This is an optimization exercise on Yosys and OpenROAD, whose aim is small area and a short achievable clock period, not a production implementation.
At most, simulation tests tie the RTL to the original design; equivalence was not proved.
The RTL of runs 3 and 4 was laid out without a check of its function.
No activity file was given, so power comes from the tool's default toggle rates.

<file path="flow/flow/run.sh">
#!/bin/bash
set -euo pipefail
rm -rf scripts_area
cp -r "$FLOW_HOME/scripts" scripts_area
printf 'strash\ndc2\ndch\namap\n' > scripts_area/abc_area.script
bash standard.sh SCRIPTS_DIR="$PWD/scripts_area" \
  CTS_ARGS="-sink_clustering_enable -repair_clock_nets -buf_list sky130_fd_sc_hd__clkbuf_4 -root_buf sky130_fd_sc_hd__clkbuf_8 -sink_clustering_size 30 -sink_clustering_max_diameter 100 -dont_use_dummy_load" \
  BUFFER_PORTS_ARGS="-buffer_cell sky130_fd_sc_hd__buf_1" finish > standard_flow.log 2>&1
</file>
<file path="flow/standard.sh">
#!/bin/bash
# synth_recipe.tcl (not shown) runs the flow's synth.tcl, then flattens the netlist and writes it again
# the make line also repeats each setting of config.mk as NAME=value (left out here)
make -C /OpenROAD-flow-scripts/flow DESIGN_CONFIG=/design/flow/config.mk WORK_HOME=/design/flow/orfs CLKGATE_MAP_FILE= SYNTH_SCRIPT=/design/flow/synth_recipe.tcl "${@:-finish}"
</file>
<file path="flow/config.mk">
export PLATFORM = sky130hd
export DESIGN_NAME = speedometer
export DESIGN_NICKNAME = speedometer
export VERILOG_FILES = /design/flow/design.v
export SDC_FILE = /design/flow/constraint.sdc
export NUM_CORES = 4
export LEC_CHECK = 0
export ABC_AREA = 1
export CAP_MARGIN = 20
export CORE_MARGIN = 2
export CORE_UTILIZATION = 60
export CTS_BUF_LIST = sky130_fd_sc_hd__clkbuf_8
export SLEW_MARGIN = 20
</file>
<file path="flow/constraint.sdc">
create_clock -name core_clock -period 150.0 [get_ports {clk}]
set_input_delay 30.0000 -clock core_clock [delete_from_list [all_inputs] [get_ports {clk}]]
set_output_delay 30.0000 -clock core_clock [all_outputs]
set_load 0.01 [all_outputs]
</file>
<file path="flow/design.v">
module testSpeed
(
	input clk_50Mhz,
	input rst,
	input speedInfrac,
	output reg [13:0] outSpeed
);
reg [15:0] cnt;		 
reg [4:0] circleCnt;	 
reg last;
wire edge_ = speedInfrac & ~last;
wire meas = &circleCnt;
wire tmo = cnt[15] & cnt[14] & cnt[9] & cnt[8] & cnt[6] & cnt[4];
wire [15:0] ncnt = ~cnt;
wire [15:0] dv14;
genvar gv14;
generate for (gv14 = 0; gv14 < 16; gv14 = gv14 + 1) begin : dec14
	assign dv14[gv14] = cnt[3:0] == gv14;
end endgenerate
wire [3:0] tab14;
assign tab14[0] = dv14[2] | dv14[6] | dv14[8];
assign tab14[1] = dv14[3] | dv14[6] | dv14[7] | dv14[10] | dv14[11] | dv14[12] | dv14[13] | dv14[14] | dv14[15];
assign tab14[2] = dv14[5];
assign tab14[3] = dv14[10] | dv14[11] | dv14[12] | dv14[13] | dv14[14] | dv14[15];
wire big14 = |cnt[15:4];	 
wire [3:0] r14 = big14 ? 4'd10 : tab14[3:0];
wire [4:0] t13 = {r14, 1'b1};
wire [4:0] n13 = ncnt[4:0];
wire [5:0] c13;
wire [4:0] d13;
assign c13[0] = 1'b0;
genvar g13;
generate for (g13 = 0; g13 < 5; g13 = g13 + 1) begin : row13
	assign d13[g13] = t13[g13] ^ n13[g13] ^ c13[g13];
	assign c13[g13+1] = (t13[g13] & n13[g13]) | (t13[g13] & c13[g13]) | (n13[g13] & c13[g13]);
end endgenerate
wire q13 = ~|cnt[15:5] & c13[5];
wire [4:0] r13 = q13 ? d13[4:0] : t13[4:0];
wire [5:0] t12 = {r13, 1'b0};
wire [5:0] n12 = ncnt[5:0];
wire [6:0] c12;
wire [5:0] d12;
assign c12[0] = 1'b0;
genvar g12;
generate for (g12 = 0; g12 < 6; g12 = g12 + 1) begin : row12
	assign d12[g12] = t12[g12] ^ n12[g12] ^ c12[g12];
	assign c12[g12+1] = (t12[g12] & n12[g12]) | (t12[g12] & c12[g12]) | (n12[g12] & c12[g12]);
end endgenerate
wire q12 = ~|cnt[15:6] & c12[6];
wire [5:0] r12 = q12 ? d12[5:0] : t12[5:0];
wire [6:0] t11 = {r12, 1'b0};
wire [6:0] n11 = ncnt[6:0];
wire [7:0] c11;
wire [6:0] d11;
assign c11[0] = 1'b0;
genvar g11;
generate for (g11 = 0; g11 < 7; g11 = g11 + 1) begin : row11
	assign d11[g11] = t11[g11] ^ n11[g11] ^ c11[g11];
	assign c11[g11+1] = (t11[g11] & n11[g11]) | (t11[g11] & c11[g11]) | (n11[g11] & c11[g11]);
end endgenerate
wire q11 = ~|cnt[15:7] & c11[7];
wire [6:0] r11 = q11 ? d11[6:0] : t11[6:0];
wire [7:0] t10 = {r11, 1'b0};
wire [7:0] n10 = ncnt[7:0];
wire [8:0] c10;
wire [7:0] d10;
assign c10[0] = 1'b0;
genvar g10;
generate for (g10 = 0; g10 < 8; g10 = g10 + 1) begin : row10
	assign d10[g10] = t10[g10] ^ n10[g10] ^ c10[g10];
	assign c10[g10+1] = (t10[g10] & n10[g10]) | (t10[g10] & c10[g10]) | (n10[g10] & c10[g10]);
end endgenerate
wire q10 = ~|cnt[15:8] & c10[8];
wire [7:0] r10 = q10 ? d10[7:0] : t10[7:0];
reg [7:0] p10;
always @(posedge clk_50Mhz) p10 <= r10;
reg pq13_0;
always @(posedge clk_50Mhz) pq13_0 <= q13 | tmo;
reg pq12_0;
always @(posedge clk_50Mhz) pq12_0 <= q12 | tmo;
reg pq11_0;
always @(posedge clk_50Mhz) pq11_0 <= q11 | tmo;
reg pq10_0;
always @(posedge clk_50Mhz) pq10_0 <= q10 | tmo;
wire [8:0] t9 = {p10, 1'b1};
wire [8:0] n9 = ncnt[8:0];
wire [9:0] c9;
wire [8:0] d9;
assign c9[0] = 1'b1;
genvar g9;
generate for (g9 = 0; g9 < 9; g9 = g9 + 1) begin : row9
	assign d9[g9] = t9[g9] ^ n9[g9] ^ c9[g9];
	assign c9[g9+1] = (t9[g9] & n9[g9]) | (t9[g9] & c9[g9]) | (n9[g9] & c9[g9]);
end endgenerate
wire q9 = ~|cnt[15:9] & c9[9];
wire [8:0] r9 = q9 ? d9[8:0] : t9[8:0];
wire [9:0] t8 = {r9, 1'b0};
wire [9:0] n8 = ncnt[9:0];
wire [10:0] c8;
wire [9:0] d8;
assign c8[0] = 1'b1;
genvar g8;
generate for (g8 = 0; g8 < 10; g8 = g8 + 1) begin : row8
	assign d8[g8] = t8[g8] ^ n8[g8] ^ c8[g8];
	assign c8[g8+1] = (t8[g8] & n8[g8]) | (t8[g8] & c8[g8]) | (n8[g8] & c8[g8]);
end endgenerate
wire q8 = ~|cnt[15:10] & c8[10];
wire [9:0] r8 = q8 ? d8[9:0] : t8[9:0];
wire [10:0] t7 = {r8, 1'b1};
wire [10:0] n7 = ncnt[10:0];
wire [11:0] c7;
wire [10:0] d7;
assign c7[0] = 1'b1;
genvar g7;
generate for (g7 = 0; g7 < 11; g7 = g7 + 1) begin : row7
	assign d7[g7] = t7[g7] ^ n7[g7] ^ c7[g7];
	assign c7[g7+1] = (t7[g7] & n7[g7]) | (t7[g7] & c7[g7]) | (n7[g7] & c7[g7]);
end endgenerate
wire q7 = ~|cnt[15:11] & c7[11];
wire [10:0] r7 = q7 ? d7[10:0] : t7[10:0];
wire [11:0] t6 = {r7, 1'b1};
wire [11:0] n6 = ncnt[11:0];
wire [12:0] c6;
wire [11:0] d6;
assign c6[0] = 1'b1;
genvar g6;
generate for (g6 = 0; g6 < 12; g6 = g6 + 1) begin : row6
	assign d6[g6] = t6[g6] ^ n6[g6] ^ c6[g6];
	assign c6[g6+1] = (t6[g6] & n6[g6]) | (t6[g6] & c6[g6]) | (n6[g6] & c6[g6]);
end endgenerate
wire q6 = ~|cnt[15:12] & c6[12];
wire [11:0] r6 = q6 ? d6[11:0] : t6[11:0];
wire [12:0] t5 = {r6, 1'b1};
wire [12:0] n5 = ncnt[12:0];
wire [13:0] c5;
wire [12:0] d5;
assign c5[0] = 1'b1;
genvar g5;
generate for (g5 = 0; g5 < 13; g5 = g5 + 1) begin : row5
	assign d5[g5] = t5[g5] ^ n5[g5] ^ c5[g5];
	assign c5[g5+1] = (t5[g5] & n5[g5]) | (t5[g5] & c5[g5]) | (n5[g5] & c5[g5]);
end endgenerate
wire q5 = ~|cnt[15:13] & c5[13];
wire [12:0] r5 = q5 ? d5[12:0] : t5[12:0];
reg [12:0] p5;
always @(posedge clk_50Mhz) p5 <= r5;
reg pq13_1;
always @(posedge clk_50Mhz) pq13_1 <= pq13_0;
reg pq12_1;
always @(posedge clk_50Mhz) pq12_1 <= pq12_0;
reg pq11_1;
always @(posedge clk_50Mhz) pq11_1 <= pq11_0;
reg pq10_1;
always @(posedge clk_50Mhz) pq10_1 <= pq10_0;
reg pq9_1;
always @(posedge clk_50Mhz) pq9_1 <= q9;
reg pq8_1;
always @(posedge clk_50Mhz) pq8_1 <= q8;
reg pq7_1;
always @(posedge clk_50Mhz) pq7_1 <= q7;
reg pq6_1;
always @(posedge clk_50Mhz) pq6_1 <= q6;
reg pq5_1;
always @(posedge clk_50Mhz) pq5_1 <= q5;
wire [13:0] t4 = {p5, 1'b1};
wire [13:0] n4 = ncnt[13:0];
wire [14:0] c4;
wire [13:0] d4;
assign c4[0] = 1'b1;
genvar g4;
generate for (g4 = 0; g4 < 14; g4 = g4 + 1) begin : row4
	assign d4[g4] = t4[g4] ^ n4[g4] ^ c4[g4];
	assign c4[g4+1] = (t4[g4] & n4[g4]) | (t4[g4] & c4[g4]) | (n4[g4] & c4[g4]);
end endgenerate
wire q4 = ~|cnt[15:14] & c4[14];
wire [13:0] r4 = q4 ? d4[13:0] : t4[13:0];
wire [14:0] t3 = {r4, 1'b0};
wire [14:0] n3 = ncnt[14:0];
wire [15:0] c3;
wire [14:0] d3;
assign c3[0] = 1'b1;
genvar g3;
generate for (g3 = 0; g3 < 15; g3 = g3 + 1) begin : row3
	assign d3[g3] = t3[g3] ^ n3[g3] ^ c3[g3];
	assign c3[g3+1] = (t3[g3] & n3[g3]) | (t3[g3] & c3[g3]) | (n3[g3] & c3[g3]);
end endgenerate
wire q3 = ~|cnt[15:15] & c3[15];
wire [14:0] r3 = q3 ? d3[14:0] : t3[14:0];
wire [15:0] t2 = {r3, 1'b0};
wire [15:0] n2 = ncnt[15:0];
wire [16:0] c2;
wire [15:0] d2;
assign c2[0] = 1'b1;
genvar g2;
generate for (g2 = 0; g2 < 16; g2 = g2 + 1) begin : row2
	assign d2[g2] = t2[g2] ^ n2[g2] ^ c2[g2];
	assign c2[g2+1] = (t2[g2] & n2[g2]) | (t2[g2] & c2[g2]) | (n2[g2] & c2[g2]);
end endgenerate
wire q2 = 1'b1 & c2[16];
wire [15:0] r2 = q2 ? d2[15:0] : t2[15:0];
wire [16:0] t1 = {r2, 1'b1};
wire [16:0] n1 = {{1{1'b1}}, ncnt[15:0]};
wire [17:0] c1;
wire [16:0] d1;
assign c1[0] = 1'b1;
genvar g1;
generate for (g1 = 0; g1 < 17; g1 = g1 + 1) begin : row1
	assign d1[g1] = t1[g1] ^ n1[g1] ^ c1[g1];
	assign c1[g1+1] = (t1[g1] & n1[g1]) | (t1[g1] & c1[g1]) | (n1[g1] & c1[g1]);
end endgenerate
wire q1 = 1'b1 & c1[17];
wire [15:0] r1 = q1 ? d1[15:0] : t1[15:0];
wire [16:0] t0 = {r1, 1'b1};
wire [16:0] n0 = {{1{1'b1}}, ncnt[15:0]};
wire [17:0] c0;
wire [16:0] d0;
assign c0[0] = 1'b1;
genvar g0;
generate for (g0 = 0; g0 < 17; g0 = g0 + 1) begin : row0
	assign d0[g0] = t0[g0] ^ n0[g0] ^ c0[g0];
	assign c0[g0+1] = (t0[g0] & n0[g0]) | (t0[g0] & c0[g0]) | (n0[g0] & c0[g0]);
end endgenerate
wire q0 = 1'b1 & c0[17];
wire [13:0] quo = {pq13_1, pq12_1, pq11_1, pq10_1, pq9_1, pq8_1, pq7_1, pq6_1, pq5_1, q4, q3, q2, q1, q0};
always @(posedge clk_50Mhz) begin
	if (rst) begin
		last <= 1'b1;
		outSpeed <= 14'd9999;
		cnt <= 16'd0;
		circleCnt <= 5'd0;
	end
	else begin
		if (edge_)
			circleCnt <= circleCnt + 5'd1;
		else if (meas) begin
			circleCnt <= 5'd0;
			outSpeed <= quo;	 
			cnt <= 16'd0;
		end
		else if (!tmo)
			cnt <= cnt + 16'd1;
		else begin
			cnt <= 16'd0;
			outSpeed <= 14'd0;
		end
		last <= speedInfrac;
	end
end
endmodule
module Digital(clk_16k, rst, A, OL, DIG);
	input clk_16k;
	input rst;
	input [13:0] A;
	output reg [6:0] OL;
	output reg [3:0] DIG;
	function [3:0] add3;
		input [3:0] x;
		reg ge5;
		begin
			ge5 = x[3] | (x[2] & (x[1] | x[0]));
			add3[3] = ge5;
			add3[2] = (x[2] & ~x[1] & ~x[0]) | (x[3] & x[0]);
			add3[1] = (x[1] & (~x[2] | x[0])) | (x[3] & ~x[0]);
			add3[0] = x[0] ^ ge5;
		end
	endfunction
	reg [19:0] bcd;
	integer i;
	always @* begin
		bcd = 20'd0;
		for (i = 13; i >= 0; i = i - 1) begin
			bcd[3:0] = add3(bcd[3:0]);
			bcd[7:4] = add3(bcd[7:4]);
			bcd[11:8] = add3(bcd[11:8]);
			bcd[15:12] = add3(bcd[15:12]);
			bcd = {bcd[18:0], A[i]};
		end
	end
	wire [3:0] thou = bcd[15:12] + (bcd[16] ? 4'd10 : 4'd0);
	wire [3:0] dig = DIG[0] ? thou : DIG[1] ? bcd[3:0] : DIG[2] ? bcd[7:4] : bcd[11:8];
	wire [15:0] dd;
	genvar k;
	generate for (k = 0; k < 16; k = k + 1) begin : dec
		assign dd[k] = dig == k;
	end endgenerate
	wire [6:0] seg;
	assign seg[6] = dd[0] | dd[2] | dd[3] | dd[5] | dd[6] | dd[7] | dd[8] | dd[9];
	assign seg[5] = dd[0] | dd[1] | dd[2] | dd[3] | dd[4] | dd[7] | dd[8] | dd[9];
	assign seg[4] = dd[0] | dd[1] | dd[3] | dd[4] | dd[5] | dd[6] | dd[7] | dd[8] | dd[9];
	assign seg[3] = dd[0] | dd[2] | dd[3] | dd[5] | dd[6] | dd[8] | dd[9];
	assign seg[2] = dd[0] | dd[2] | dd[6] | dd[8];
	assign seg[1] = dd[0] | dd[4] | dd[5] | dd[6] | dd[8] | dd[9];
	assign seg[0] = dd[2] | dd[3] | dd[4] | dd[5] | dd[6] | dd[8] | dd[9];
	always @(posedge clk_16k) begin
		if (rst) begin
			OL <= 7'd0;
			DIG <= 4'b0000;
		end
		else begin
			DIG <= {DIG[0], DIG[3] | ~|DIG, DIG[2], DIG[1]};
			OL <= seg;
		end
	end
endmodule
module speedometer
(
	input clk,
	input rst,
	input speedInfrac,
	output [13:0] outSpeed,
	output [6:0] OL,
	output [3:0] DIG
);
testSpeed u_speed
(
	.clk_50Mhz(clk),
	.rst(rst),
	.speedInfrac(speedInfrac),
	.outSpeed(outSpeed)
);
Digital u_disp
(
	.clk_16k(clk),
	.rst(rst),
	.A(outSpeed),
	.OL(OL),
	.DIG(DIG)
);
endmodule
</file>
==> qor.yml, run 1 <==
initial_core_util_pct: 60.9
finalSetupViolations: 0
r2r-end: "u_speed.outSpeed[0]"
holdPathEnd: "u_speed.pq11_1"
synth-seq-cells: 81
place_hpwl_um: 14700
clk_pin_slew_ns: 0.09
final_net_count: 1032
holdBufCountCts: 0
port_buffers: 27
antenna_left: 0
tightest_slew_ns: 0.980
cts_root_buffer: "clkbuf_8"
yosysMostFrequentCell: "fa_1"
drc: 0
status: "timing/DRC/antenna clean"
cp_data_required_time_ns: 150.26
syn_inst: 838
clock.fmax_ghz: 0.0314
whs_ns: 0.318
critPathKind: "in2reg"
boundaryPins: 28
hold_path_class: "reg2reg"
coreArea_um2: 12500
slew_viol_final: 0
critPathCaptureType: "register"
drt-total-wl_um: 18500
drv_cap: 0
avgRoutedWirePerCell_um: 17.4
period_needed_ns: 31.81
slew_headroom_pct: 34.2
clock_skew_ns: 0.0290
die_w_um: 117
syn_to_final_growth_pct: 7.62
rr_worst_depth: 97
cts.sink_count: 81
insertion_delay_ns: 0.38
htree_levels: 3
syn_area_um2: 7620
vias_per_cell: 6.31
cts_resized: 0
syn_nets: 977
arrival_ns: 32.07
synth_edf_count: 0
setup.worst_path.start_class: "input port"
synth_top_area_share_pct: 31.3
final.setup.tns_ns: 0
drt_first_pass_iters: 5
max-vdd-ir-drop_v: 0.00000923
ys_types: 37
worst-path-max-fanout: 9
power_density_nw_per_um2: 11.4
cts_tree: "done"
n_fill_cell: 1094
place_congestion: 0.850
synth_flop_cell: "dfxtp_1"
p_leak_nw: 3.02
syn_avg_cell_area_um2: 9.09
post_dp_cell_area_um2: 8070
fp.dieH_um: 117
vias: 6712
ys_warn_count: 2
worstReg2RegStart: "u_speed.cnt[2]"
drive_above_1_share_pct: 3.14
grt_pass1_wl_um: 31300
num_antenna_cells: 0
grt_max_degree: 20
overflow: 0
synth_largest_area_cell: "fa_1"
rsz0062_at_grt: "no"
dieArea_um2: 13600
grt_usage_pct: 29.7
drtIter0Drc: 465
ff2ff_setup_slack_ns: 119.30
timing.final.crit_share_pct: 21.2
post_cts_buffers: 0
hold_start: "u_speed.pq11_0"
synth_seq_area_share_pct: 21.3
whs_path_depth: 0
clockBufferDepth: 2
grt_pass1_vias: 6515
hold_viol: 0
numCtsBuffers: 9
final_area_um2: 8200
antenna_found_initial: 0
synth_commonest_cells: "fa_1 (119), nor2_1 (114), clkinv_1 (106), dfxtp_1 (81), o22ai_1 (80)"
async_reset_ff_share_pct: 0
num_rows: 41
netlist_top_cells_area: "fa_1 (31%), dfxtp_1 (21%), o22a_1 (7.7%)"
-- layer usage --
metal	vias up	GRT usage [%]	part of all wire [%]
met5	-	0	0
met4	0	10.5	2.6
met3	36	4.51	3.7
met2	172	50.4	50
met1	3338	39.1	44
li1	3166	-	-
-- flip-flops by register name, indices dropped and copies added, names as in the netlist, 4 cells and up --
name and flops:
u_speed.outSpeed 14, u_speed.cnt 16, u_speed.circleCnt 5, u_disp.OL 7
u_disp.DIG 4, u_speed.p5 13, u_speed.p10 8
-- per-stage QoR --
step                      worst slack, ns  cells  total power [mW]  utilization, %
after detailed placement           117.79   1054            0.0813            64.5
final                              118.19   1063            0.0936            65.5
after CTS                          118.20   1063            0.0945            65.5
after global routing               117.75   1063             0.104            65.5
after floorplan                    118.26    838            0.0702               -
after global placement             117.85   1054            0.0786            64.5
-- cell usage in the layout, fill, tap and decap left out, types with 2 or more instances in the layout --
cell type,instances
a211oi_1,11
nand4_1,3
a21oi_1,47
a22o_1,10
ha_1,17
nand2_1,40
o22ai_1,80
or2_0,9
nand3_1,6
nor2_1,114
o21ai_0,35
nor2b_1,10
o22a_1,67
clkbuf_8,9
buf_1,27
fa_1,119
a221oi_1,3
a31oi_1,5
o32ai_1,2
a22oi_1,13
buf_4,17
o31ai_1,2
or3_1,3
dfxtp_1,81
o21a_1,7
o221ai_1,12
nor3_1,20
and3_1,3
clkinv_1,106
-- worst max-delay path by stage --
stage                        start                   to  slack (ns)  cells past startpoint
floorplan              speedInfrac      u_speed.cnt[12]      118.26                     14
finish                 speedInfrac      u_speed.cnt[12]      118.19                     15
global placement       speedInfrac      u_speed.cnt[12]      117.85                     15
detailed placement     speedInfrac      u_speed.cnt[12]      117.79                     15
global route        u_speed.cnt[2]  u_speed.outSpeed[0]      117.75                     97
CTS                    speedInfrac      u_speed.cnt[12]      118.20                     15
-- area by class of cell --
cell class	count	area, um2	area share, %
multi-input cells	651	5610	68.4
repair buffers	44	229	2.79
inverters	106	398	4.85
clock buffers	9	124	1.51
flip-flops and latches	81	1620	19.8
well taps	172	215	2.63
-- power breakdown --
group / total [mW] / internal (mW) / switching, mW
clock network: 0.0127 / 0.00537 / 0.00736
registers: 0.0283 / 0.0255 / 0.00280
logic: 0.0526 / 0.0234 / 0.0292
total: 0.0936 / 0.0543 / 0.0393
-- logic make-up after synthesis --
kind of cell	count (synthesis)	synth area share, %
flops	81	21.3
simple gates	211	11.8
buf+inv	106	5.22
compound gates	304	27.6
fa+ha+maj	136	34.1
-- critical path, cell delays in order --
cell      delay [ns]
buf_1           0.08
nor2b_1         0.49
clkinv_1        0.36
nand2_1         0.17
nor2_1          0.06
nand2_1         0.11
nor2_1          0.06
nand2_1         0.10
nor2_1          0.06
nand2_1         0.10
clkinv_1        0.08
nand2_1         0.11
nor2_1          0.07
a31oi_1         0.17
nor3_1          0.06
==> run 2, diff against run 1 <==
==> flow/flow/run.sh (replaced) <==
#!/bin/bash
set -euo pipefail
rm -rf scripts_area
cp -r "$FLOW_HOME/scripts" scripts_area
printf 'strash\ndc2\ndch\namap\n' > scripts_area/abc_area.script
bash standard.sh SCRIPTS_DIR="$PWD/scripts_area" \
  CTS_ARGS="-sink_clustering_enable -repair_clock_nets -buf_list sky130_fd_sc_hd__clkbuf_8 -sink_clustering_size 30 -sink_clustering_max_diameter 100 -dont_use_dummy_load" \
  BUFFER_PORTS_ARGS="-buffer_cell sky130_fd_sc_hd__buf_1" finish > standard_flow.log 2>&1
==> run 2 against run 1 <==
Synthesized area unchanged. Worst setup slack stayed put. Core utilization is the same. Power unchanged. Fmax did not move. Sequential power hardly changed. Critical path type unchanged. Highest routed layer unchanged.
==> qor.yml, run 2 <==
clk_pin_slew_ns: 0.09
grt_usage_pct: 29.7
grt_max_degree: 20
finalSetupViolations: 0
critPathKind: "in2reg"
num_rows: 41
final_net_count: 1032
slew_viol_final: 0
r2r-end: "u_speed.outSpeed[0]"
fp.dieH_um: 117
drt_first_pass_iters: 5
syn_area_um2: 7620
boundaryPins: 28
dieArea_um2: 13600
vias: 6712
synth_edf_count: 0
drtIter0Drc: 465
synth-seq-cells: 81
syn_to_final_growth_pct: 7.62
cp_data_required_time_ns: 150.26
cts_root_buffer: "clkbuf_8"
worst-path-max-fanout: 9
synth_commonest_cells: "fa_1 (119), nor2_1 (114), clkinv_1 (106), dfxtp_1 (81), o22ai_1 (80)"
cts_tree: "done"
cp_slowest_cell: "nor2b_1"
endpoint: "u_speed.cnt[12]"
synth_largest_area_cell: "fa_1"
worstSetupStartpoint: "speedInfrac"
setup.worst_path.start_class: "input port"
cts.sink_count: 81
initial_core_util_pct: 60.9
critPathCaptureType: "register"
slew_headroom_pct: 34.2
hold_start: "u_speed.pq11_0"
numCtsBuffers: 9
drc: 0
async_reset_ff_share_pct: 0
avgRoutedWirePerCell_um: 17.4
holdBufCountCts: 0
rr_worst_depth: 97
grt_pass1_wl_um: 31300
cpPeakStageDelay_ns: 0.49
synth_seq_area_share_pct: 21.3
drt-total-wl_um: 18500
die_w_um: 117
post_cts_buffers: 0
port_buffers: 27
coreArea_um2: 12500
max-vdd-ir-drop_v: 0.00000923
grt_pass1_vias: 6515
final.setup.tns_ns: 0
hold_path_class: "reg2reg"
whs_ns: 0.318
hold_viol: 0
antenna_found_initial: 0
crit_chain: "buf_1 -> nor2b_1 -> clkinv_1 -> nand2_1 -> nor2_1 -> nand2_1 -> nor2_1 -> nand2_1 -> nor2_1 -> nand2_1 -> clkinv_1 -> nand2_1 -> nor2_1 -> a31oi_1 -> nor3_1"
tightest_slew_ns: 0.980
num_antenna_cells: 0
top_regs: "u_speed.cnt x16, u_speed.outSpeed x14, u_speed.p5 x13"
synth_flop_cell: "dfxtp_1"
place_hpwl_um: 14700
clock_skew_ns: 0.0290
arrival_ns: 32.07
syn_avg_cell_area_um2: 9.09
clock.fmax_ghz: 0.0314
overflow: 0
clockBufferDepth: 2
final_common_cell: "fa_1"
regMostFlops: "u_speed.cnt"
cts_resized: 0
yosysMostFrequentCell: "fa_1"
insertion_delay_ns: 0.38
ff2ff_setup_slack_ns: 119.30
syn_inst: 838
ys_types: 37
synth_top_area_share_pct: 31.3
drive_above_1_share_pct: 3.14
rsz0062_at_grt: "no"
ys_warn_count: 2
critPathMostFrequentCell: "nand2_1"
final_cell_mix: "fa_1 (119), nor2_1 (114), clkinv_1 (106)"
worstReg2RegStart: "u_speed.cnt[2]"
status: "timing/DRC/antenna clean"
netlist_top_cells_area: "fa_1 (31%), dfxtp_1 (21%), o22a_1 (7.7%)"
largest_reg_flops: 16
place_congestion: 0.850
antenna_left: 0
drv_cap: 0
power_density_nw_per_um2: 11.4
total_power_mw: 0.0936
vias_per_cell: 6.31
htree_levels: 3
timing.final.crit_share_pct: 21.2
syn_nets: 977
period_needed_ns: 31.81
p_leak_nw: 3.02
run 2: cell counts after synthesis:
No cell type changed its count.
run 2: worst min-delay path by stage:
stage / end / slack [ns] / cells after the start
6_report: u_speed.pq11_1 / 0.32 / 0
5_1_grt: u_speed.pq11_1 / 0.32 / 0
4_1_cts: u_speed.pq11_1 / 0.32 / 0
3_5_place_dp: u_speed.pq11_1 / 0.31 / 0
3_3_place_gp: u_speed.pq10_1 / 0.31 / 0
2_1_floorplan: u_speed.pq10_1 / 0.31 / 0
run 2: cells by family after synthesis:
logic type / count (synthesis) / share of synthesized area [%]
AOI/OAI and AO/OA: 304 / 27.6
adders and majority gates: 136 / 34.1
buffers and inverters: 106 / 5.22
DFF: 81 / 21.3
and+or+nand+nor: 211 / 11.8
run 2: per-layer routing:
layer | wire length (um) | part of all wire, % | global-route usage [%] | vias to the layer above
li1 | - | - | - | 3166
met1 | 8150 | 44 | 39.1 | 3338
met2 | 9210 | 50 | 50.4 | 172
met3 | 684 | 3.7 | 4.51 | 36
met4 | 482 | 2.6 | 10.5 | 0
met5 | 0 | 0 | 0 | -
run 2: through the flow:
stage / worst slack, ns / util, % / area [um2] / instances
finish: 118.19 / 65.5 / 8200 / 1063
global route: 117.75 / 65.5 / 8200 / 1063
CTS: 118.20 / 65.5 / 8200 / 1063
detailed placement: 117.79 / 64.5 / 8070 / 1054
global placement: 117.85 / 64.5 / 8070 / 1054
floorplan: 118.26 / - / 7620 / 838
run 2: where the power goes:
| part | total, mW | internal, mW | switching (mW) |
|---|---|---|---|
| Clock | 0.0127 | 0.00537 | 0.00736 |
| Sequential | 0.0283 | 0.0255 | 0.00280 |
| Combinational | 0.0526 | 0.0234 | 0.0292 |
| Total | 0.0936 | 0.0543 | 0.0393 |
run 2: worst max-delay path, delay by kind of cell:
kind,cells,cell delay [ns]
AOI/OAI and AO/OA,1,0.17
buffers and inverters,3,0.52
and+or+nand+nor,11,1.39
run 2: area by class of cell:
class | instances | area [um2]
Multi-Input combinational cell | 651 | 5610
Tap cell | 172 | 215
Clock buffer | 9 | 124
Inverter | 106 | 398
Fill cell | 1094 | 4320
Sequential cell | 81 | 1620
Timing Repair Buffer | 44 | 229
==> run 3, diff against run 2 <==
--- a/flow/design.v
+++ b/flow/design.v
@@ -8,9 +8,11 @@
 reg [15:0] cnt;		 
 reg [4:0] circleCnt;	 
 reg last;
+reg hold;		 
 wire edge_ = speedInfrac & ~last;
 wire meas = &circleCnt;
 wire tmo = cnt[15] & cnt[14] & cnt[9] & cnt[8] & cnt[6] & cnt[4];
+wire tmox = tmo | hold;
 wire [15:0] ncnt = ~cnt;
 wire [15:0] dv14;
 genvar gv14;
@@ -75,13 +77,13 @@
 reg [7:0] p10;
 always @(posedge clk_50Mhz) p10 <= r10;
 reg pq13_0;
-always @(posedge clk_50Mhz) pq13_0 <= q13 | tmo;
+always @(posedge clk_50Mhz) pq13_0 <= q13 | tmox;
 reg pq12_0;
-always @(posedge clk_50Mhz) pq12_0 <= q12 | tmo;
+always @(posedge clk_50Mhz) pq12_0 <= q12 | tmox;
 reg pq11_0;
-always @(posedge clk_50Mhz) pq11_0 <= q11 | tmo;
+always @(posedge clk_50Mhz) pq11_0 <= q11 | tmox;
 reg pq10_0;
-always @(posedge clk_50Mhz) pq10_0 <= q10 | tmo;
+always @(posedge clk_50Mhz) pq10_0 <= q10 | tmox;
 wire [8:0] t9 = {p10, 1'b1};
 wire [8:0] n9 = ncnt[8:0];
 wire [9:0] c9;
@@ -225,25 +227,28 @@
 always @(posedge clk_50Mhz) begin
 	if (rst) begin
 		last <= 1'b1;
+		hold <= 1'b0;
 		outSpeed <= 14'd9999;
 		cnt <= 16'd0;
 		circleCnt <= 5'd0;
 	end
 	else begin
+		last <= speedInfrac;
+		hold <= tmo & edge_;
 		if (edge_)
 			circleCnt <= circleCnt + 5'd1;
-		else if (meas) begin
+		else if (meas)
 			circleCnt <= 5'd0;
-			outSpeed <= quo;	 
+		if (meas | tmox)
 			cnt <= 16'd0;
-		end
-		else if (!tmo)
+		else if (!edge_)
 			cnt <= cnt + 16'd1;
-		else begin
-			cnt <= 16'd0;
-			outSpeed <= 14'd0;
+		if (!edge_) begin
+			if (meas)
+				outSpeed <= hold ? 14'd3 : quo;	 
+			else if (tmox)
+				outSpeed <= 14'd0;
 		end
-		last <= speedInfrac;
 	end
 end
 endmodule
==> run 3 against run 2 <==
Still clean. Clock power is essentially flat. Fmax fell by 0.22%. Worst setup slack worse by 0.069 ns. Power fell by 2.0%. Synthesized cell count shrank 0.84%. Die area about the same. Synthesized area about the same. Clock-buffer cell count did not move. First-iteration DRC count down 15%.
==> qor.yml, run 3 <==
internal_power_mw: 0.0531
numCtsBuffers: 9
clock_skew_ns: 0.0183
place_hpwl_um: 14900
async_reset_ff_share_pct: 0
final_net_count: 1025
tightest_slew_ns: 1.08
finalSetupViolations: 0
ys_warn_count: 2
overflow: 0
status: "timing/DRC/antenna clean"
fp.dieH_um: 117
vias_per_cell: 6.25
largest_reg_flops: 16
die_w_um: 117
vias: 6598
worst-path-max-fanout: 8
syn_nets: 970
top_regs: "u_speed.cnt x16, u_speed.outSpeed x14, u_speed.p5 x13"
period_needed_ns: 31.88
clk_pin_slew_ns: 0.08
drv_cap: 0
dieArea_um2: 13600
clock.fmax_ghz: 0.0314
coreArea_um2: 12500
critPathCaptureType: "register"
rr_worst_depth: 93
synth_compound_area_share_pct: 27.6
syn_area_um2: 7620
crit_chain: "buf_1 -> nor2b_1 -> clkinv_1 -> nand2_1 -> nor3_1 -> nand2_1 -> nor2_1 -> nand2_1 -> nor2_1 -> clkinv_1 -> nor2_1 -> nand3_1 -> nor2_1 -> nand2_1 -> a211oi_1"
p_leak_nw: 2.97
dp_cells: 1047
synth_top_area_share_pct: 31.2
drt-total-wl_um: 18800
slew_headroom_pct: 27.7
power.share.clock_pct: 13.6
grt_pass1_wl_um: 31300
rsz0062_at_grt: "no"
drive_above_1_share_pct: 2.94
crit_cells: 15
htree_levels: 3
final_cell_mix: "fa_1 (119), nor2_1 (112), clkinv_1 (93)"
synth_commonest_cells: "fa_1 (119), nor2_1 (112), clkinv_1 (93), dfxtp_1 (82), o22ai_1 (75)"
synth_edf_count: 0
drt_first_pass_iters: 5
ys_types: 39
grt_pass1_vias: 6498
hold_start: "u_speed.pq10_0"
synth-seq-cells: 82
synth_top_family_by_area: "adder cells"
final_common_cell: "fa_1"
yosysMostFrequentCell: "fa_1"
boundaryPins: 28
clockBufferDepth: 2
initial_core_util_pct: 60.9
synthAdderAreaFrac_pct: 34.0
cts_root_buffer: "clkbuf_8"
cts_tree: "done"
cp_slowest_cell: "a211oi_1"
max-vdd-ir-drop_v: 0.00000972
netlist_top_cells_area: "fa_1 (31%), dfxtp_1 (22%), o22a_1 (7.8%)"
syn_avg_cell_area_um2: 9.17
arrival_ns: 32.15
post_cts_buffers: 0
num_antenna_cells: 0
port_buffers: 27
cpPeakStageDelay_ns: 0.24
insertion_delay_ns: 0.37
grt_max_degree: 27
synthXorXnorAreaFrac_pct: 0
slew_viol_final: 0
avgRoutedWirePerCell_um: 17.8
switching_power_mw: 0.0387
syn_inst: 831
synth-simple-area-share_pct: 12.3
antenna_found_initial: 0
drc: 0
worstSetupStartpoint: "speedInfrac"
timing.final.crit_share_pct: 21.3
whs_path_depth: 0
cp_top_family: "simple AND/OR/NAND/NOR gates"
instances_no_fill: 1056
total_power_mw: 0.0918
ff2ff_setup_slack_ns: 118.89
combPwrFrac_pct: 55.5
holdBufCountCts: 0
synth.area.mux_share_pct: 0
power_density_nw_per_um2: 11.2
regMostFlops: "u_speed.cnt"
critPathKind: "in2reg"
drtIter0Drc: 396
grt_usage_pct: 29.7
syn_to_final_growth_pct: 7.45
final.setup.tns_ns: 0
synth_flop_cell: "dfxtp_1"
cts.sink_count: 82
hold_path_class: "reg2reg"
worstReg2RegStart: "u_speed.cnt[2]"
place_congestion: 0.851
synth_largest_area_cell: "fa_1"
antenna_left: 0
cp_num_buf_inv: 3
setup.worst_path.start_class: "input port"
switching_share_pct: 42.1
num_rows: 41
seqPwrFrac_pct: 30.8
cts_resized: 0
cp_data_required_time_ns: 150.27
synth_seq_area_share_pct: 21.5
hold_viol: 0
-- run 3: cell count changes after synthesis, moves of 7 or more --
cell | previous run | this run
clkinv_1 | 106 | 93
nor2b_1 | 10 | 17
o21ai_0 | 35 | 45
o221ai_1 | 12 | 5
-- run 3: cells by family after synthesis --
group	count (synthesis)
AO/OA/AOI/OAI	304
adder cells (fa/ha/maj)	136
buffers and inverters	93
flip-flops	82
AND/OR/NAND/NOR	216
-- run 3: per-layer routing --
metal | track usage (%) | up-vias | share of wire, %
li1 | - | 3138 | -
met1 | 37.6 | 3265 | 42
met4 | 9.73 | 0 | 1.8
met5 | 0 | - | 0
met2 | 52.3 | 173 | 52
met3 | 4.88 | 22 | 4.8
-- run 3: path summary, 6_finish.rpt --
check                                      endpoint
worst min register to register       u_speed.pq10_1
worst min-delay path                 u_speed.pq10_1
worst max-delay path                u_speed.cnt[14]
worst max register to register  u_speed.outSpeed[0]
-- run 3: worst reg2reg max path: cells and delay by family (launching register included) --
kind                       cells  cell delay (ns)
AOI/OAI and AO/OA             20             3.36
DFF                            1             0.71
adders and majority gates     54            23.00
and+or+nand+nor               11             1.05
buffers and inverters          8             2.87
-- run 3: layout make-up --
cell class              instances  area [um2]
multi-input cells             656        5630
clock buffers                   9         124
well taps                     172         215
repair buffers                 44         229
inverters                      93         349
flip-flops and latches         82        1640
fillers                      1119        4330
-- run 3: power groups by stage --
stage	logic (mW)	clock network, mW	registers [mW]
after floorplan	0.0395	0	0.0286
after global placement	0.0481	0	0.0286
after detailed placement	0.0508	0	0.0287
after CTS	0.0512	0.0128	0.0283
after global routing	0.0589	0.0135	0.0288
final	0.0510	0.0125	0.0283
-- run 3: per-stage QoR --
stage | instance area, um2 | util [%] | hold WS (ns) | setup WS [ns]
after floorplan | 7620 | - | 0.310 | 118.18
after global placement | 8070 | 64.5 | 0.310 | 117.88
after detailed placement | 8070 | 64.5 | 0.314 | 117.78
after CTS | 8190 | 65.4 | 0.334 | 118.14
after global routing | 8190 | 65.4 | 0.349 | 117.54
final | 8190 | 65.4 | 0.332 | 118.12
==> run 4, diff against run 3 <==
--- a/flow/design.v
+++ b/flow/design.v
@@ -8,11 +8,9 @@
 reg [15:0] cnt;		 
 reg [4:0] circleCnt;	 
 reg last;
-reg hold;		 
 wire edge_ = speedInfrac & ~last;
 wire meas = &circleCnt;
 wire tmo = cnt[15] & cnt[14] & cnt[9] & cnt[8] & cnt[6] & cnt[4];
-wire tmox = tmo | hold;
 wire [15:0] ncnt = ~cnt;
 wire [15:0] dv14;
 genvar gv14;
@@ -77,13 +75,13 @@
 reg [7:0] p10;
 always @(posedge clk_50Mhz) p10 <= r10;
 reg pq13_0;
-always @(posedge clk_50Mhz) pq13_0 <= q13 | tmox;
+always @(posedge clk_50Mhz) pq13_0 <= q13 | tmo;
 reg pq12_0;
-always @(posedge clk_50Mhz) pq12_0 <= q12 | tmox;
+always @(posedge clk_50Mhz) pq12_0 <= q12 | tmo;
 reg pq11_0;
-always @(posedge clk_50Mhz) pq11_0 <= q11 | tmox;
+always @(posedge clk_50Mhz) pq11_0 <= q11 | tmo;
 reg pq10_0;
-always @(posedge clk_50Mhz) pq10_0 <= q10 | tmox;
+always @(posedge clk_50Mhz) pq10_0 <= q10 | tmo;
 wire [8:0] t9 = {p10, 1'b1};
 wire [8:0] n9 = ncnt[8:0];
 wire [9:0] c9;
@@ -224,32 +222,20 @@
 end endgenerate
 wire q0 = 1'b1 & c0[17];
 wire [13:0] quo = {pq13_1, pq12_1, pq11_1, pq10_1, pq9_1, pq8_1, pq7_1, pq6_1, pq5_1, q4, q3, q2, q1, q0};
+wire cnt_ld = rst | ~edge_;
+wire [15:0] cnt_d = (cnt + 16'd1) & {16{~(rst | meas | tmo)}};
+wire cc_ld = rst | edge_ | meas;
+wire [4:0] cc_d = (circleCnt + 5'd1) & {5{~(rst | meas)}};
+wire os_ld = rst | (~edge_ & (meas | tmo));
+wire [13:0] os_d = ({14{rst}} & 14'd9999) | ({14{~rst & meas}} & quo);	 
 always @(posedge clk_50Mhz) begin
-	if (rst) begin
-		last <= 1'b1;
-		hold <= 1'b0;
-		outSpeed <= 14'd9999;
-		cnt <= 16'd0;
-		circleCnt <= 5'd0;
-	end
-	else begin
-		last <= speedInfrac;
-		hold <= tmo & edge_;
-		if (edge_)
-			circleCnt <= circleCnt + 5'd1;
-		else if (meas)
-			circleCnt <= 5'd0;
-		if (meas | tmox)
-			cnt <= 16'd0;
-		else if (!edge_)
-			cnt <= cnt + 16'd1;
-		if (!edge_) begin
-			if (meas)
-				outSpeed <= hold ? 14'd3 : quo;	 
-			else if (tmox)
-				outSpeed <= 14'd0;
-		end
-	end
+	last <= rst | speedInfrac;
+	if (cnt_ld)
+		cnt <= cnt_d;
+	if (cc_ld)
+		circleCnt <= cc_d;
+	if (os_ld)
+		outSpeed <= os_d;
 end
 endmodule
 module Digital(clk_16k, rst, A, OL, DIG);
==> run 4 against run 3 <==
Die area up 2.7%. Clock skew rose by 0.018 ns. Non-clock buffer count fell by 4. Clock power barely moved. Combinational power grew to 3.2 times the previous value. Critical endpoint is now u_speed.cnt[14]. Sequential share of layout area grew 3.5 points.
==> qor.yml, run 4 <==
worst_slack_ns: 118.26
largest_reg_flops: 16
highest_layer: "met5"
hold_path_class: "reg2reg"
yosysMostFrequentCell: "fa_1"
final_net_count: 1003
grt_usage_pct: 28.2
regMostFlops: "u_speed.cnt"
post_dp_cell_area_um2: 8250
post-place-ws_ns: 117.83
initial_core_util_pct: 61.8
n_fill_cell: 1074
coreArea_um2: 12700
worstReg2RegStart: "u_speed.cnt[2]"
rsz0062_at_grt: "no"
num_rows: 41
synth_seq_area_share_pct: 25.2
post_cts_buffers: 0
instances_no_fill: 1034
multi_input_comb_area_um2: 5520
synth-seq-cells: 81
fp.dieH_um: 118
syn_avg_cell_area_um2: 9.64
hold_start: "u_speed.pq12_0"
crit_chain: "buf_1 -> nor2_1 -> clkinv_1 -> nor2_1 -> clkinv_1 -> a311oi_1"
max-vdd-ir-drop_v: 0.0000161
drv_cap: 0
vias_per_cell: 6.39
die_w_um: 118
regArea_um2: 1970
top_regs: "u_speed.cnt x16, u_speed.outSpeed x14, u_speed.p5 x13"
numCtsBuffers: 9
syn_inst: 813
cts_tree: "done"
grt_pass1_vias: 6616
rr_worst_depth: 94
clockBufferDepth: 2
synth_top_area_share_pct: 30.4
status: "timing/DRC/antenna clean"
p_leak_nw: 3.07
drc: 0
dieArea_um2: 14000
cts_root_buffer: "clkbuf_8"
slew_viol_final: 0
place_hpwl_um: 14500
finalSetupViolations: 0
clock.fmax_ghz: 0.0315
power_density_nw_per_um2: 24.8
syn_to_final_growth_pct: 7.06
dp_cells: 1025
total_power_mw: 0.208
cp_slowest_cell: "clkinv_1"
cts_resized: 0
antenna_left: 0
slew_headroom_pct: 41.3
cpPeakStageDelay_ns: 0.41
async_reset_ff_share_pct: 0
ys_warn_count: 2
synth_flop_cell: "dfxtp_1"
drt_first_pass_iters: 6
dr_wl_met2_um: 9020
wl_met1_um: 7730
cts.sink_count: 81
cp_top_family: "buffers and inverters"
critPathKind: "in2reg"
r2r-end: "u_speed.outSpeed[0]"
final_common_cell: "fa_1"
vias: 6604
boundaryPins: 28
insertion_delay_ns: 0.39
synth_edf_count: 35
ff2ff_setup_slack_ns: 120.04
final_cell_mix: "fa_1 (119), nor2_1 (106), clkinv_1 (94)"
period_needed_ns: 31.74
clk_pin_slew_ns: 0.07
final_area_um2: 8390
critPathCaptureType: "register"
final.setup.tns_ns: 0
dr_wl_met3_um: 908
ys_types: 37
overflow: 0
timing.final.crit_share_pct: 21.2
hold_viol: 0
avgRoutedWirePerCell_um: 17.6
whs_path_depth: 0
tightest_slew_ns: 0.873
holdPathEnd: "u_speed.pq12_1"
cp_num_buf_inv: 3
place_congestion: 0.867
holdBufCountCts: 0
netlist_top_cells_area: "fa_1 (30%), edfxtp_1 (13%), dfxtp_1 (12%)"
htree_levels: 3
port_buffers: 27
cp_data_required_time_ns: 150.18
num_antenna_cells: 0
drt-total-wl_um: 18200
worst-path-max-fanout: 13
drtIter0Drc: 420
grt_pass1_wl_um: 31600
drive_above_1_share_pct: 2.90
antenna_found_initial: 1
clock_skew_ns: 0.0362
syn_nets: 952
syn_area_um2: 7830
synth_commonest_cells: "fa_1 (119), nor2_1 (107), clkinv_1 (94), o22ai_1 (76), o22a_1 (72)"
grt_max_degree: 19
arrival_ns: 31.92
synth_largest_area_cell: "fa_1"
setup.worst_path.start_class: "input port"
run 4: cell types whose count changed in the layout (fill, tap and decap cells not counted), sizes merged, moves of 5 or more:
cell | previous run | this run
a221oi | 9 | 4
dfxtp | 82 | 46
a211oi | 14 | 8
and3 | 1 | 12
nor2 | 112 | 107
edfxtp | 0 | 35
run 4: logic make-up (layout without fill, tap and decap cells):
group | after synthesis | in the layout | share of synthesized area [%]
fa+ha+maj | 136 | 136 | 33.1
simple gates | 213 | 213 | 12.0
flops | 81 | 81 | 25.2
compound gates | 289 | 289 | 25.2
buf+inv | 94 | 143 | 4.50
run 4: worst max path at each step:
stage,from,to,slack [ns],depth (start not counted)
after global routing,rst,u_speed.cnt[14],118.10,6
after floorplan,rst,u_speed.outSpeed[0],118.75,4
after CTS,rst,u_speed.outSpeed[8],118.19,5
after global placement,rst,u_speed.outSpeed[10],117.94,5
final,rst,u_speed.cnt[14],118.26,6
after detailed placement,rst,u_speed.outSpeed[10],117.83,5
run 4: cell type report:
class | instances | area share (%)
inverters | 94 | 4.21
clock buffers | 9 | 1.48
flip-flops and latches | 81 | 23.5
well taps | 172 | 2.57
multi-input cells | 638 | 65.9
repair buffers | 40 | 2.37
run 4: per-layer routing:
layer	up-vias	global-route usage, %
met2	209	48.3
met4	2	10.4
met5	-	0
met1	3256	35.9
met3	50	5.07
li1	3087	-
run 4: worst register-to-register path: cells and delay by family, from the launching register on:
family                   cells  cell delay (ns)
buffers and inverters       10             2.89
AO/OA/AOI/OAI               21             3.17
adder cells (fa/ha/maj)     53            21.98
AND/OR/NAND/NOR             10             0.95
flip-flops                   1             0.75
run 4: power breakdown:
| group | leakage (nW) | internal, mW | switching (mW) |
|---|---|---|---|
| Sequential | 0.766 | 0.0296 | 0.00423 |
| Clock | 0.0647 | 0.00536 | 0.00716 |
| Combinational | 2.24 | 0.0684 | 0.0931 |
| Total | 3.07 | 0.103 | 0.104 |
run 4: per-stage QoR:
stage	util [%]	hold slack, ns
floorplan	-	0.310
global placement	65.1	0.310
detailed placement	65.1	0.312
CTS	66.1	0.329
global route	66.2	0.339
finish	66.2	0.330

-- afterwards: timing with drivers on the ports --
In the flow no input, the clock included, has a driving cell. The finished layouts below were timed again as built, in two steps. Step 1 sets driving cells, clkbuf_16 on the clock port and buf_2 on the other inputs (assumed; they add their load-dependent delay and slew). Step 2 moves the port delays by t, midway between the first and last clock arrival at a register: inputs arrive t later, outputs are due t later. That takes back most of the time a late clock gives input paths. Three values: ideal, step 1, step 2; two values: the first two.
| run | shift t [ns] | slack for setup (ns) | worst setup path after step 2 | slew at the worst register clock pin (ns) | worst slew at a driven data input, ns |
|---|---|---|---|---|---|
| run 1 | 0.403 | 118.190 / 118.205 / 117.802 | input to register | 0.09 / 0.09 | 0.03 |
| run 2 | 0.403 | 118.190 / 118.205 / 117.802 | input to register | 0.09 / 0.09 | 0.03 |
| run 3 | 0.396 | 118.121 / 118.126 / 117.730 | input to register | 0.08 / 0.08 | 0.04 |
| run 4 | 0.410 | 118.260 / 118.276 / 117.866 | input to register | 0.10 / 0.10 | 0.03 |
After both steps every run listed still meets setup and hold. For run 4, which loses most, drivers alone change the setup slack by +0.016 ns; drivers and shift together by -0.394 ns.
